Background: an optimization exercise with open tools, aiming at small area and a short achievable clock period. Do not read the settings as production practice. In this exercise RTL edits were held to simulation tests only and were not proved equivalent to the original. No activity file was given, so power comes from the tool's default toggle rates.

job 9299:
==> flow/design.v <==
`timescale 1ns / 100ps
module pre_norm(clk, rmode, add, opa, opb, opa_nan, opb_nan, fracta_out,
		fractb_out, exp_dn_out, sign, nan_sign, result_zero_sign,
		fasu_op);
input		clk;
input	[1:0]	rmode;
input		add;
input	[31:0]	opa, opb;
input		opa_nan, opb_nan;
output	[26:0]	fracta_out, fractb_out;
output	[7:0]	exp_dn_out;
output		sign;
output		nan_sign, result_zero_sign;
output		fasu_op;
reg	[26:0]	fracta_out;
reg	[7:0]	exp_dn_out;
reg		sign, fasu_op, nan_sign, result_zero_sign;
reg		signa_r, signb_r, nan_sign1_r;
wire		signa = opa[31];
wire		signb = opb[31];
wire	[7:0]	expa = opa[30:23];
wire	[7:0]	expb = opb[30:23];
wire	[22:0]	fracta = opa[22:0];
wire	[22:0]	fractb = opb[22:0];
wire		expa_nz = |expa;
wire		expb_nz = |expb;
function [1:0] cmp_gt_eq;	 
	input [31:0] x, y;
	integer i, w;
	reg [31:0] g, e;
	begin
		g = x & ~y;
		e = ~(x ^ y);
		for (w = 1; w < 32; w = w * 2)
			for (i = 0; i < 32; i = i + 2 * w) begin
				g[i] = g[i + w] | (e[i + w] & g[i]);
				e[i] = e[i + w] & e[i];
			end
		cmp_gt_eq = {g[0], e[0]};
	end
endfunction
wire	[1:0]	f_cmp = cmp_gt_eq({9'b0, fractb}, {9'b0, fracta});
wire	[1:0]	e_cmp = cmp_gt_eq({24'b0, expb}, {24'b0, expa});
wire		fb_gt_fa = f_cmp[1];
wire		f_eq = f_cmp[0];
wire		b_gt_a = e_cmp[1] | (e_cmp[0] & fb_gt_fa);
wire		mag_eq = e_cmp[0] & f_eq;
wire		add_d = add ^ signa ^ signb;	 
wire	[7:0]	ea = {expa[7:1], expa[0] | ~expa_nz};
wire	[7:0]	eb = {expb[7:1], expb[0] | ~expb_nz};
function [8:0] sub8;
	input [7:0] x, y;
	integer i, w;
	reg [7:0] g, p, c;
	begin
		g = ~x & y;		 
		p = ~(x ^ y);		 
		c = g;
		for (w = 1; w < 8; w = w * 2)
			for (i = 7; i >= w; i = i - 1) begin
				c[i] = c[i] | (p[i] & c[i - w]);
				p[i] = p[i] & p[i - w];
			end
		sub8 = {c[7], (x ^ y) ^ {c[6:0], 1'b0}};
	end
endfunction
wire	[8:0]	d_ab = sub8(ea, eb);
wire	[8:0]	d_ba = sub8(eb, ea);
wire	[7:0]	exp_diff = d_ab[8] ? d_ba[7:0] : d_ab[7:0];
wire		diff_big = |exp_diff[7:5];
wire	[23:0]	op_small = b_gt_a ? {expa_nz, fracta} : {expb_nz, fractb};
wire	[23:0]	op_large = b_gt_a ? {expb_nz, fractb} : {expa_nz, fracta};
wire	[4:0]	shamt = diff_big ? 5'd31 : exp_diff[4:0];
reg	[23:0]	small_r;
reg	[4:0]	shamt_r;
always @(posedge clk) begin
	fracta_out <= {op_large, 3'b0};
	small_r    <= op_small;
	shamt_r    <= shamt;
	exp_dn_out <= (!add_d & mag_eq) ? 8'h0 : (b_gt_a ? expb : expa);
	sign       <= b_gt_a ? (signb ^ ~add) : signa;
	fasu_op    <= add_d;
end
wire	[26:0]	sft0 = {small_r, 3'b0};
wire	[26:0]	sft1 = shamt_r[4] ? {16'b0, sft0[26:16]} : sft0;
wire		stk1 = shamt_r[4] & |sft0[15:0];
wire	[26:0]	sft2 = shamt_r[3] ? {8'b0, sft1[26:8]} : sft1;
wire		stk2 = stk1 | (shamt_r[3] & |sft1[7:0]);
wire	[26:0]	sft3 = shamt_r[2] ? {4'b0, sft2[26:4]} : sft2;
wire		stk3 = stk2 | (shamt_r[2] & |sft2[3:0]);
wire	[26:0]	sft4 = shamt_r[1] ? {2'b0, sft3[26:2]} : sft3;
wire		stk4 = stk3 | (shamt_r[1] & |sft3[1:0]);
wire	[26:0]	small_sft = shamt_r[0] ? {1'b0, sft4[26:1]} : sft4;
wire		sticky = stk4 | (shamt_r[0] & sft4[0]);
assign fractb_out = {small_sft[26:1], small_sft[0] | sticky};
always @(posedge clk) begin
	signa_r     <= signa;
	signb_r     <= signb;
	nan_sign1_r <= f_eq ? (signa & signb) : fb_gt_fa ? signb : signa;
end
wire		add_r = fasu_op ^ signa_r ^ signb_r;
wire		rm3 = rmode == 2'd3;
always @(posedge clk) begin
	result_zero_sign <= ( add_r &  signa_r &  signb_r) |
			    (!add_r &  signa_r & !signb_r) |
			    ( add_r & (signa_r |  signb_r) & rm3) |
			    (!add_r & (signa_r == signb_r) & rm3);
	nan_sign <= (opa_nan & opb_nan) ? nan_sign1_r :
		    opb_nan ? signb_r : signa_r;
end
endmodule
==> flow/config.mk <==
export PLATFORM = sky130hd
export DESIGN_NAME = pre_norm
export DESIGN_NICKNAME = pre_norm
export VERILOG_FILES = /design/flow/design.v
export SDC_FILE = /design/flow/constraint.sdc
export NUM_CORES = 4
export LEC_CHECK = 0
export CAP_MARGIN = 20
export CORE_MARGIN = 2
export CORE_UTILIZATION = 70
export CTS_BUF_LIST = sky130_fd_sc_hd__clkbuf_8
export PLACE_DENSITY = 0.8
export SETUP_SLACK_MARGIN = 5.0
export SLEW_MARGIN = 20
==> flow/constraint.sdc <==
create_clock -name core_clock -period 9.5 [get_ports {clk}]
set_input_delay 1.9000 -clock core_clock [delete_from_list [all_inputs] [get_ports {clk}]]
set_output_delay 1.9000 -clock core_clock [all_outputs]
set_load 0.01 [all_outputs]
standard.sh (not shown) runs the stock make flow with config.mk's settings and CLKGATE_MAP_FILE= SYNTH_SCRIPT=/design/flow/synth_recipe.tcl, a recipe that flattens the netlist after the stock synthesis.
==> flow/flow/run.sh <==
#!/bin/bash
# The standard layout (standard.sh), with these changes:
#  - synthesis maps the logic with flow/abc_map.script in place of ORFS's
#    abc_speed.script (same Yosys script otherwise, so the same registers);
#  - the port buffers are buf_1 cells;
#  - clock tree synthesis inserts no dummy loads;
#  - repair aims at the setup margin given below.
# Each tool's full output goes to ORFS's own logs under orfs/logs/, and
# make's output to standard_make.log here.
set -euo pipefail
here=$(pwd)
args=()
if [[ -f flow/abc_map.script ]]; then
  sed "s#log_cmd abc {\*}\$abc_args#log_cmd abc -script $here/flow/abc_map.script {*}[lrange \$abc_args 2 end]#" \
    "$FLOW_HOME/scripts/synth.tcl" > "$here/synth_own.tcl"
  grep -q "flow/abc_map.script" "$here/synth_own.tcl"
  sed "s#\$::env(SCRIPTS_DIR)/synth.tcl#$here/synth_own.tcl#" synth_recipe.tcl > "$here/synth_recipe_own.tcl"
  grep -q "synth_own.tcl" "$here/synth_recipe_own.tcl"
  args+=(SYNTH_SCRIPT="$here/synth_recipe_own.tcl")
fi
bash standard.sh ${args[@]+"${args[@]}"} \
  "BUFFER_PORTS_ARGS=-buffer_cell sky130_fd_sc_hd__buf_1" \
  "CTS_ARGS=-sink_clustering_enable -repair_clock_nets -buf_list sky130_fd_sc_hd__clkbuf_8 -dont_use_dummy_load" \
  SETUP_SLACK_MARGIN=5.0 finish > standard_make.log 2>&1
==> flow/flow/abc_map.script <==
&get -n
&st
&dch
&nf
&put
topo
stime -c
buffer -c
upsize -c
dnsize -c
## Diff of input files: job 3868 against job 9299
==> flow/flow/run.sh <==
#!/bin/bash
# The standard layout (standard.sh), with three changes:
#  - synthesis maps the logic with flow/abc_map.script in place of ORFS's
#    abc_speed.script (same Yosys script otherwise, so the same registers);
#  - the port buffers are buf_1 cells;
#  - repair aims at the setup margin given below.
# Each tool's full output goes to ORFS's own logs under orfs/logs/, and
# make's output to standard_make.log here.
set -euo pipefail
here=$(pwd)
sed "s#log_cmd abc {\*}\$abc_args#log_cmd abc -script $here/flow/abc_map.script {*}[lrange \$abc_args 2 end]#" \
  "$FLOW_HOME/scripts/synth.tcl" > "$here/synth_own.tcl"
grep -q "flow/abc_map.script" "$here/synth_own.tcl"
sed "s#\$::env(SCRIPTS_DIR)/synth.tcl#$here/synth_own.tcl#" synth_recipe.tcl > "$here/synth_recipe_own.tcl"
grep -q "synth_own.tcl" "$here/synth_recipe_own.tcl"
bash standard.sh SYNTH_SCRIPT="$here/synth_recipe_own.tcl" \
  "BUFFER_PORTS_ARGS=-buffer_cell sky130_fd_sc_hd__buf_1" \
  SETUP_SLACK_MARGIN=${OWN_SETUP_MARGIN:-5.0} finish > standard_make.log 2>&1
==> flow/flow/abc_map.script <==
strash
dch
map
topo
stime -c
buffer -c
upsize -c
dnsize -c
## What came out
Between job 3868 and job 9299, it is job 3868 whose combined flip-flop and latch cell area is higher, by 5.0 um^2.
The power share of the combinational group of job 3868 falls short of that of job 9299 by 5.1 points.
As far as post-synthesis adder-cell area fraction is concerned, job 9299 and job 3868 perform about the same.
Job 9299 → job 3868: per-cell via count in the routed design down 2.1%, setup slack after layout up 0.16 ns, final total power up about 1.6%.
Vertical extent of the die delta for job 3868 relative to job 9299: 0.44 um lower
In the tables for job 3868 and job 9299, total placed instance area reads lower with job 3868.
Most common library cell in the layout ignoring fill and taps = buf_1: job 9299; most common library cell in the layout ignoring fill and taps = nand2_1: job 3868
Clock skew essentially unchanged between job 9299 and job 3868.
As of job 3868, cell area power density had risen by a few percent compared to job 9299.
Side by side, clock power turned out higher in job 3868 than in job 9299.
Here is what was changed in the inputs of job 2198 compared with job 3868.
==> flow/flow/run.sh <==
#!/bin/bash
# The standard layout (standard.sh), with these changes:
#  - synthesis maps the logic with flow/abc_map.script in place of ORFS's
#    abc_speed.script (same Yosys script otherwise, so the same registers);
#  - the port buffers are buf_1 cells;
#  - clock tree synthesis inserts no dummy loads;
#  - repair aims at the setup margin given below.
# Each tool's full output goes to ORFS's own logs under orfs/logs/, and
# make's output to standard_make.log here.
set -euo pipefail
here=$(pwd)
args=()
if [[ -f flow/abc_map.script ]]; then
  sed "s#log_cmd abc {\*}\$abc_args#log_cmd abc -script $here/flow/abc_map.script {*}[lrange \$abc_args 2 end]#" \
    "$FLOW_HOME/scripts/synth.tcl" > "$here/synth_own.tcl"
  grep -q "flow/abc_map.script" "$here/synth_own.tcl"
  sed "s#\$::env(SCRIPTS_DIR)/synth.tcl#$here/synth_own.tcl#" synth_recipe.tcl > "$here/synth_recipe_own.tcl"
  grep -q "synth_own.tcl" "$here/synth_recipe_own.tcl"
  args+=(SYNTH_SCRIPT="$here/synth_recipe_own.tcl")
fi
bash standard.sh ${args[@]+"${args[@]}"} \
  "BUFFER_PORTS_ARGS=-buffer_cell sky130_fd_sc_hd__buf_1" \
  "CTS_ARGS=-sink_clustering_enable -repair_clock_nets -buf_list sky130_fd_sc_hd__clkbuf_8 -dont_use_dummy_load" \
  SETUP_SLACK_MARGIN=5.0 finish > standard_make.log 2>&1
--- outcome ---
[job 2198] non-clock buffer count rose about 1.5% relative to job 3868
Looking at met3 capacity usage during global routing, job 2198 sits 0.85 points below job 3868.
Of job 2198 and job 3868, it is job 2198 that has the higher combinational share of power.
Job 2198 drops more vias than job 3868.
Compared with job 3868, job 2198 ends up with a smaller final cell area.
Setup slack: job 2198 less than job 3868
Inputs modified between job 2198 and job 9837:
--- a/flow/flow/run.sh
+++ b/flow/flow/run.sh
@@ -23,2 +23,2 @@
   "CTS_ARGS=-sink_clustering_enable -repair_clock_nets -buf_list sky130_fd_sc_hd__clkbuf_8 -dont_use_dummy_load" \
-  SETUP_SLACK_MARGIN=5.0 finish > standard_make.log 2>&1
+  SETUP_SLACK_MARGIN=5.6 finish > standard_make.log 2>&1
Results
For final non-filler cell area, dividing the value from job 9837 by the value from job 2198 gives 1.13. On total number of multi-input combinational cells, job 9837 and job 2198 are neck and neck. Against job 2198, job 9837 comes in 3.4% higher on number of non-clock inverters. Cmp job 9837 and job 2198 / total power / lower: job 2198. Max freq job 2198 -> job 9837: improved.
> inputs changed (job 9837 -> job 9785)
--- a/flow/flow/run.sh
+++ b/flow/flow/run.sh
@@ -23,2 +23,2 @@
   "CTS_ARGS=-sink_clustering_enable -repair_clock_nets -buf_list sky130_fd_sc_hd__clkbuf_8 -dont_use_dummy_load" \
-  SETUP_SLACK_MARGIN=5.6 finish > standard_make.log 2>&1
+  SETUP_SLACK_MARGIN=5.0 finish > standard_make.log 2>&1
==> flow/flow/abc_map.script <==
strash
dch
map -D 1100
topo
stime -c
buffer -c
upsize -c
dnsize -c
Notes after the runs:
Non-clock buffer count (job 9785 over job 9837): decrease, about 20%
Job 9785 does better than job 9837 on post-DP HPWL.
Job 9837 → job 9785: wire length after detailed routing has decreased, final-layout clock-cell area share has increased, part of the total power dissipated in the clock network has increased, global-route usage has decreased.
Final worst setup slack: job 9837 and job 9785 compared, lower one is job 9785

-- port drivers added, routing unchanged --
Ports are ideal in the flow. The routed layouts listed here were re-timed in OpenROAD. Step 1 (the two cells are an assumption about what drives the block):
set clk [get_ports {clk}]
set_driving_cell -lib_cell sky130_fd_sc_hd__clkbuf_16 $clk
set_driving_cell -lib_cell sky130_fd_sc_hd__buf_2 [delete_from_list [all_inputs] $clk]
Step 2 moves the port delays by t, midway between the first and last clock arrival at a register: inputs arrive t later, outputs are due t later. That takes back most of the time a late clock gives input paths. Slacks: ideal ports / drivers / drivers and shift; pairs: ideal ports / drivers.
run | t, ns | setup WS [ns] | hold WS [ns] | worst setup path at the end
job 9299 | 0.372 | 5.120 / 5.118 / 4.764 | 0.549 / 0.549 / 0.549 | input to register
job 3868 | 0.386 | 5.282 / 5.253 / 4.989 | 0.521 / 0.521 / 0.521 | input to register
job 2198 | 0.376 | 5.206 / 5.207 / 4.831 | 0.526 / 0.526 / 0.526 | input to register
job 9837 | 0.380 | 5.341 / 5.346 / 4.966 | 0.526 / 0.526 / 0.526 | input to register
job 9785 | 0.366 | 5.293 / 5.263 / 4.939 | 0.527 / 0.527 / 0.527 | input to register
After both steps setup and hold are still met in every run listed.
